This is an optimization exercise on Yosys and OpenROAD, whose aim is small area, a short achievable clock period and few clock cycles per item, not a production implementation.
Function was checked by simulation only, so behaviour that the tests miss may differ from the original.

== the previous run ==
==> flow/design.v <==
module fa_cell (input wire a, input wire b, input wire c, output wire s, output wire co);
    assign s  = a ^ b ^ c;
    assign co = (a & b) | (a & c) | (b & c);
endmodule
module ha_cell (input wire a, input wire b, output wire s, output wire co);
    assign s  = a ^ b;
    assign co = a & b;
endmodule
module hold_cell (input wire ld, input wire hd, input wire d, input wire q, output wire o);
    assign o = (ld & d) | (hd & q);
endmodule
module hold1_cell (input wire ld, input wire hd, input wire r, input wire d, input wire q, output wire o);
    assign o = (ld & d) | (hd & q) | r;
endmodule
module fir_top #(
    parameter K  = 8,
    parameter DW = 8,
    parameter CW = 8
)(
    input  wire clk,
    input  wire rst,
    input  wire start,
    input  wire signed [DW-1:0] x_in,
    output wire signed [DW+CW+$clog2(K):0] y_out,
    output wire data_valid
);
    reg [7:0] u1, u2, u3, u4, u5, u6;
    reg [10:0] wi;                            
    wire [10:0] w = wi ^ 11'h380;
    reg [11:0] ra, rb;
    reg [11:0] y;
    reg dv;
    wire [7:0] u_in = {~x_in[7], x_in[6:0]};
    wire [10:0] w_nx;                         
    wire ld = start & ~rst;
    wire hd = ~start & ~rst;
    wire [58:0] hist = {wi, u6, u5, u4, u3, u2, u1};
    wire [58:0] hin  = {w_nx ^ 11'h380, u5, u4, u3, u2, u1, u_in};
    localparam [58:0] RST1 = {11'd0, {6{8'h80}}};
    wire [58:0] hnx;
    genvar gi;
    generate
        for (gi = 0; gi < 59; gi = gi + 1) begin : g_hist
            if (RST1[gi]) begin : g_one
                hold1_cell u_h (.ld(ld), .hd(hd), .r(rst), .d(hin[gi]), .q(hist[gi]), .o(hnx[gi]));
            end else begin : g_zero
                hold_cell u_h (.ld(ld), .hd(hd), .d(hin[gi]), .q(hist[gi]), .o(hnx[gi]));
            end
        end
    endgenerate
    always @(posedge clk)
        {wi, u6, u5, u4, u3, u2, u1} <= hnx;
    wire s1, c1;
    fa_cell u_fa1 (.a(u1[0]), .b(u2[0]), .c(u3[0]), .s(s1), .co(c1));
    wire s2, c2;
    fa_cell u_fa2 (.a(u1[1]), .b(u2[1]), .c(u3[1]), .s(s2), .co(c2));
    wire s3, c3;
    ha_cell u_ha3 (.a(u4[1]), .b(u5[1]), .s(s3), .co(c3));
    wire s4, c4;
    fa_cell u_fa4 (.a(u1[2]), .b(u2[2]), .c(u3[2]), .s(s4), .co(c4));
    wire s5, c5;
    fa_cell u_fa5 (.a(u4[2]), .b(u5[2]), .c(w[2]), .s(s5), .co(c5));
    wire s6, c6;
    fa_cell u_fa6 (.a(u1[3]), .b(u2[3]), .c(u3[3]), .s(s6), .co(c6));
    wire s7, c7;
    fa_cell u_fa7 (.a(u4[3]), .b(u5[3]), .c(w[3]), .s(s7), .co(c7));
    wire s8, c8;
    fa_cell u_fa8 (.a(u1[4]), .b(u2[4]), .c(u3[4]), .s(s8), .co(c8));
    wire s9, c9;
    fa_cell u_fa9 (.a(u4[4]), .b(u5[4]), .c(w[4]), .s(s9), .co(c9));
    wire s10, c10;
    fa_cell u_fa10 (.a(u1[5]), .b(u2[5]), .c(u3[5]), .s(s10), .co(c10));
    wire s11, c11;
    fa_cell u_fa11 (.a(u4[5]), .b(u5[5]), .c(w[5]), .s(s11), .co(c11));
    wire s12, c12;
    fa_cell u_fa12 (.a(u1[6]), .b(u2[6]), .c(u3[6]), .s(s12), .co(c12));
    wire s13, c13;
    fa_cell u_fa13 (.a(u4[6]), .b(u5[6]), .c(w[6]), .s(s13), .co(c13));
    wire s14, c14;
    fa_cell u_fa14 (.a(u1[7]), .b(u2[7]), .c(u3[7]), .s(s14), .co(c14));
    wire s15, c15;
    fa_cell u_fa15 (.a(u4[7]), .b(u5[7]), .c(w[7]), .s(s15), .co(c15));
    wire s16, c16;
    ha_cell u_ha16 (.a(u4[0]), .b(u5[0]), .s(s16), .co(c16));
    wire s17, c17;
    fa_cell u_fa17 (.a(w[1]), .b(s2), .c(s3), .s(s17), .co(c17));
    wire s18, c18;
    fa_cell u_fa18 (.a(s4), .b(s5), .c(c2), .s(s18), .co(c18));
    wire s19, c19;
    fa_cell u_fa19 (.a(s6), .b(s7), .c(c4), .s(s19), .co(c19));
    wire s20, c20;
    fa_cell u_fa20 (.a(s8), .b(s9), .c(c6), .s(s20), .co(c20));
    wire s21, c21;
    fa_cell u_fa21 (.a(s10), .b(s11), .c(c8), .s(s21), .co(c21));
    wire s22, c22;
    fa_cell u_fa22 (.a(s12), .b(s13), .c(c10), .s(s22), .co(c22));
    wire s23, c23;
    fa_cell u_fa23 (.a(s14), .b(s15), .c(c12), .s(s23), .co(c23));
    wire s24, c24;
    ha_cell u_ha24 (.a(w[8]), .b(c14), .s(s24), .co(c24));
    wire s25, c25;
    ha_cell u_ha25 (.a(w[0]), .b(s1), .s(s25), .co(c25));
    wire s26, c26;
    fa_cell u_fa26 (.a(c1), .b(s17), .c(c16), .s(s26), .co(c26));
    wire s27, c27;
    fa_cell u_fa27 (.a(c3), .b(s18), .c(c17), .s(s27), .co(c27));
    wire s28, c28;
    fa_cell u_fa28 (.a(c5), .b(s19), .c(c18), .s(s28), .co(c28));
    wire s29, c29;
    fa_cell u_fa29 (.a(c7), .b(s20), .c(c19), .s(s29), .co(c29));
    wire s30, c30;
    fa_cell u_fa30 (.a(c9), .b(s21), .c(c20), .s(s30), .co(c30));
    wire s31, c31;
    fa_cell u_fa31 (.a(c11), .b(s22), .c(c21), .s(s31), .co(c31));
    wire s32, c32;
    fa_cell u_fa32 (.a(c13), .b(s23), .c(c22), .s(s32), .co(c32));
    wire s33, c33;
    fa_cell u_fa33 (.a(c15), .b(s24), .c(c23), .s(s33), .co(c33));
    wire s34, c34;
    ha_cell u_ha34 (.a(w[9]), .b(c24), .s(s34), .co(c34));
    wire [11:0] pr0 = {1'b0, w[10], s34, s33, s32, s31, s30, s29, s28, s27, s26, s16};
    wire [11:0] pr1 = {1'b0, c34, c33, c32, c31, c30, c29, c28, c27, c26, c25, s25};
    localparam [11:0] RA0 = 12'd0;
    localparam [11:0] RB0 = 12'd1536;
    wire s35, c35;
    fa_cell u_fa35 (.a(u6[0]), .b(u5[1]), .c(u6[2]), .s(s35), .co(c35));
    wire s36, c36;
    fa_cell u_fa36 (.a(u6[1]), .b(u5[2]), .c(u6[3]), .s(s36), .co(c36));
    wire s37, c37;
    fa_cell u_fa37 (.a(u6[2]), .b(u5[3]), .c(u6[4]), .s(s37), .co(c37));
    wire s38, c38;
    fa_cell u_fa38 (.a(u6[3]), .b(u5[4]), .c(u6[5]), .s(s38), .co(c38));
    wire s39, c39;
    fa_cell u_fa39 (.a(u6[4]), .b(u5[5]), .c(u6[6]), .s(s39), .co(c39));
    wire s40, c40;
    fa_cell u_fa40 (.a(u6[5]), .b(u5[6]), .c(u6[7]), .s(s40), .co(c40));
    wire s41, c41;
    ha_cell u_ha41 (.a(u6[6]), .b(u5[7]), .s(s41), .co(c41));
    wire [10:0] wr0 = {1'b0, u6[7], s41, s40, s39, s38, s37, s36, s35, u5[0], u6[0]};
    wire [10:0] wr1 = {1'b0, c41, c40, c39, c38, c37, c36, c35, 1'b0, u6[1], 1'b0};
    assign w_nx = wr0 + wr1;                  
    always @(posedge clk or posedge rst) begin
        if (rst) begin
            ra <= RA0;
            rb <= RB0;
        end else begin
            ra <= pr0;
            rb <= pr1;
        end
    end
    wire [11:0] uu = {2'b00, u_in, 2'b00};
    wire [11:0] sx = ra ^ rb;
    wire [11:0] sg = ra & rb;
    wire [11:0] so = ra | rb;
    wire [11:0] ss = sx ^ uu;
    wire [11:0] sk = sg | (uu & so);
    wire [11:0] s  = ss + {sk[10:0], 1'b0};
    always @(posedge clk)
        y <= {~s[11], s[10:0]};
    always @(posedge clk or posedge rst) begin
        if (rst) dv <= 1'b0;
        else     dv <= start;
    end
    assign y_out = {{8{y[11]}}, y};
    assign data_valid = dv;
endmodule
clock: 6.0 ns
lec_check: 0
cap_margin: 20
core_margin: 2
core_utilization: 40
cts_buf_list: sky130_fd_sc_hd__clkbuf_8
cts_cluster_size: 30
setup_slack_margin: 3.9
slew_margin: 20
synth_hierarchical: 1
tns_end_percent: 5
standard.sh (not shown) runs the stock make flow with config.mk's settings and CLKGATE_MAP_FILE= SYNTH_SCRIPT=/design/flow/synth_recipe.tcl, a recipe that flattens the netlist after the stock synthesis.
==> flow/flow/run.sh <==
#!/bin/bash
# The standard layout (standard.sh) with these changes:
#  - port buffers are buf_1 cells instead of the flow's default pick
#    (clkdlybuf4s50_1, a slow delay cell);
#  - synthesis is the standard flow's script, except that
#    - Yosys's full/half adder extraction runs only inside the fa_cell and
#      ha_cell modules, so the final adder is left to abc as plain gates (the
#      extracted fa_1/ha_1 cells are slow on its carry path);
#    - the adders use Yosys's default carry-lookahead map, not ORFS's
#      Kogge-Stone one (abc makes them smaller and as fast from it);
#    - abc maps the top module with ORFS's abc_area.script (it builds the
#      final adder from fast NAND gates) and the small cell modules with the
#      default abc_speed.script (which keeps the history muxes as a22o).
#  - clock tree synthesis inserts no dummy loads (they only add area here).
#  Registers are untouched.
set -euo pipefail
W=$(pwd)
export BUFFER_PORTS_ARGS="-buffer_cell sky130_fd_sc_hd__buf_1"
# ORFS's clock tree settings (as config.mk would set them), without dummy loads
export CTS_ARGS="-sink_clustering_enable -repair_clock_nets -sink_clustering_size 30 -buf_list sky130_fd_sc_hd__clkbuf_8 -dont_use_dummy_load"
sed -e 's|extract_fa {\*}\[dont_use_extract_fa_args\]|extract_fa {*}[dont_use_extract_fa_args] fa_cell ha_cell|' \
    -e 's|"-extra-map \$::env(FLOW_HOME)/platforms/common/lcu_kogge_stone.v"|""|' \
    -e 's|^  log_cmd abc {\*}\$abc_args$|  log_cmd abc {*}$abc_args fir_top %n\n  log_cmd abc {*}[lreplace $abc_args 1 1 $::env(SCRIPTS_DIR)/abc_area.script] fir_top|' \
    "$FLOW_HOME/scripts/synth.tcl" > "$W/flow_synth_core.tcl"
grep -q 'dont_use_extract_fa_args\] fa_cell ha_cell' "$W/flow_synth_core.tcl"
! grep -q 'lcu_kogge_stone' "$W/flow_synth_core.tcl"
grep -q 'abc_area.script\] fir_top' "$W/flow_synth_core.tcl"
sed "s|source \$::env(SCRIPTS_DIR)/synth.tcl|source $W/flow_synth_core.tcl|" synth_recipe.tcl > "$W/flow_synth.tcl"
grep -q "flow_synth_core.tcl" "$W/flow_synth.tcl"
sed "s|SYNTH_SCRIPT=[^ ]*|SYNTH_SCRIPT=$W/flow_synth.tcl|" standard.sh > "$W/flow_standard.sh"
grep -q "SYNTH_SCRIPT=$W/flow_synth.tcl" "$W/flow_standard.sh"
bash "$W/flow_standard.sh" > "$W/standard.log" 2>&1
Testbench counts of the previous run, summed over its fixed seeds: cycles 16,000, items 8,000.
Changes in the current run relative to the previous run:
# the previous run
export LEC_CHECK = 0
export CAP_MARGIN = 20
export CORE_MARGIN = 2
export CORE_UTILIZATION = 40
export CTS_BUF_LIST = sky130_fd_sc_hd__clkbuf_8
export CTS_CLUSTER_SIZE = 30
export SETUP_SLACK_MARGIN = 3.9
export SLEW_MARGIN = 20
export SYNTH_HIERARCHICAL = 1
export TNS_END_PERCENT = 5
create_clock -name core_clock -period 6.0 [get_ports {clk}]
# the current run
export LEC_CHECK = 0
export CAP_MARGIN = 20
export CORE_MARGIN = 2
export CORE_UTILIZATION = 40
export CTS_BUF_LIST = sky130_fd_sc_hd__clkbuf_8
export CTS_CLUSTER_SIZE = 30
export SETUP_SLACK_MARGIN = 4.0
export SLEW_MARGIN = 20
export SYNTH_HIERARCHICAL = 1
create_clock -name core_clock -period 6.0 [get_ports {clk}]
==> results.txt <==
Via count, the previous run and the current run: lower on the previous run
The clock network contribution to total cell area of the current run is lower than that of the previous run.
Compared with the previous run, the current run instantiates a larger number of standard cells.
Setup WNS the previous run -> the current run: better
Re cell area after placement: the previous run and the current run aren't equal, and the lower value belongs to the previous run.
[the current run vs the previous run] non-clock buffer count: higher in the current run
Arrival time at the worst endpoint (lower): the current run

## port drivers added, routing unchanged
In the flow no input, the clock included, has a driving cell. The finished layouts below were timed again as built, in two steps.
Step 1: set_driving_cell puts a clkbuf_16 on clk and a buf_2 on each other input, an assumption about the parent block.
Step 2 moves the port delays by t, midway between the first and last clock arrival at a register: inputs arrive t later, outputs are due t later. That takes back most of the time a late clock gives input paths.
Slacks: ideal ports / drivers / drivers and shift; pairs: ideal ports / drivers.
| run | shift t [ns] | setup slack, ns | worst hold slack (ns) | worst setup path at the end |
|---|---|---|---|---|
| the previous run | 0.393 | 3.879 / 3.879 / 3.528 | 0.358 / 0.358 / 0.358 | input to register |
| the current run | 0.379 | 3.949 / 3.913 / 3.615 | 0.353 / 0.353 / 0.353 | input to register |
After both steps setup and hold are still met in every run listed. For the previous run, which loses most, drivers alone change the setup slack by 0.000 ns; drivers and shift together by -0.351 ns.
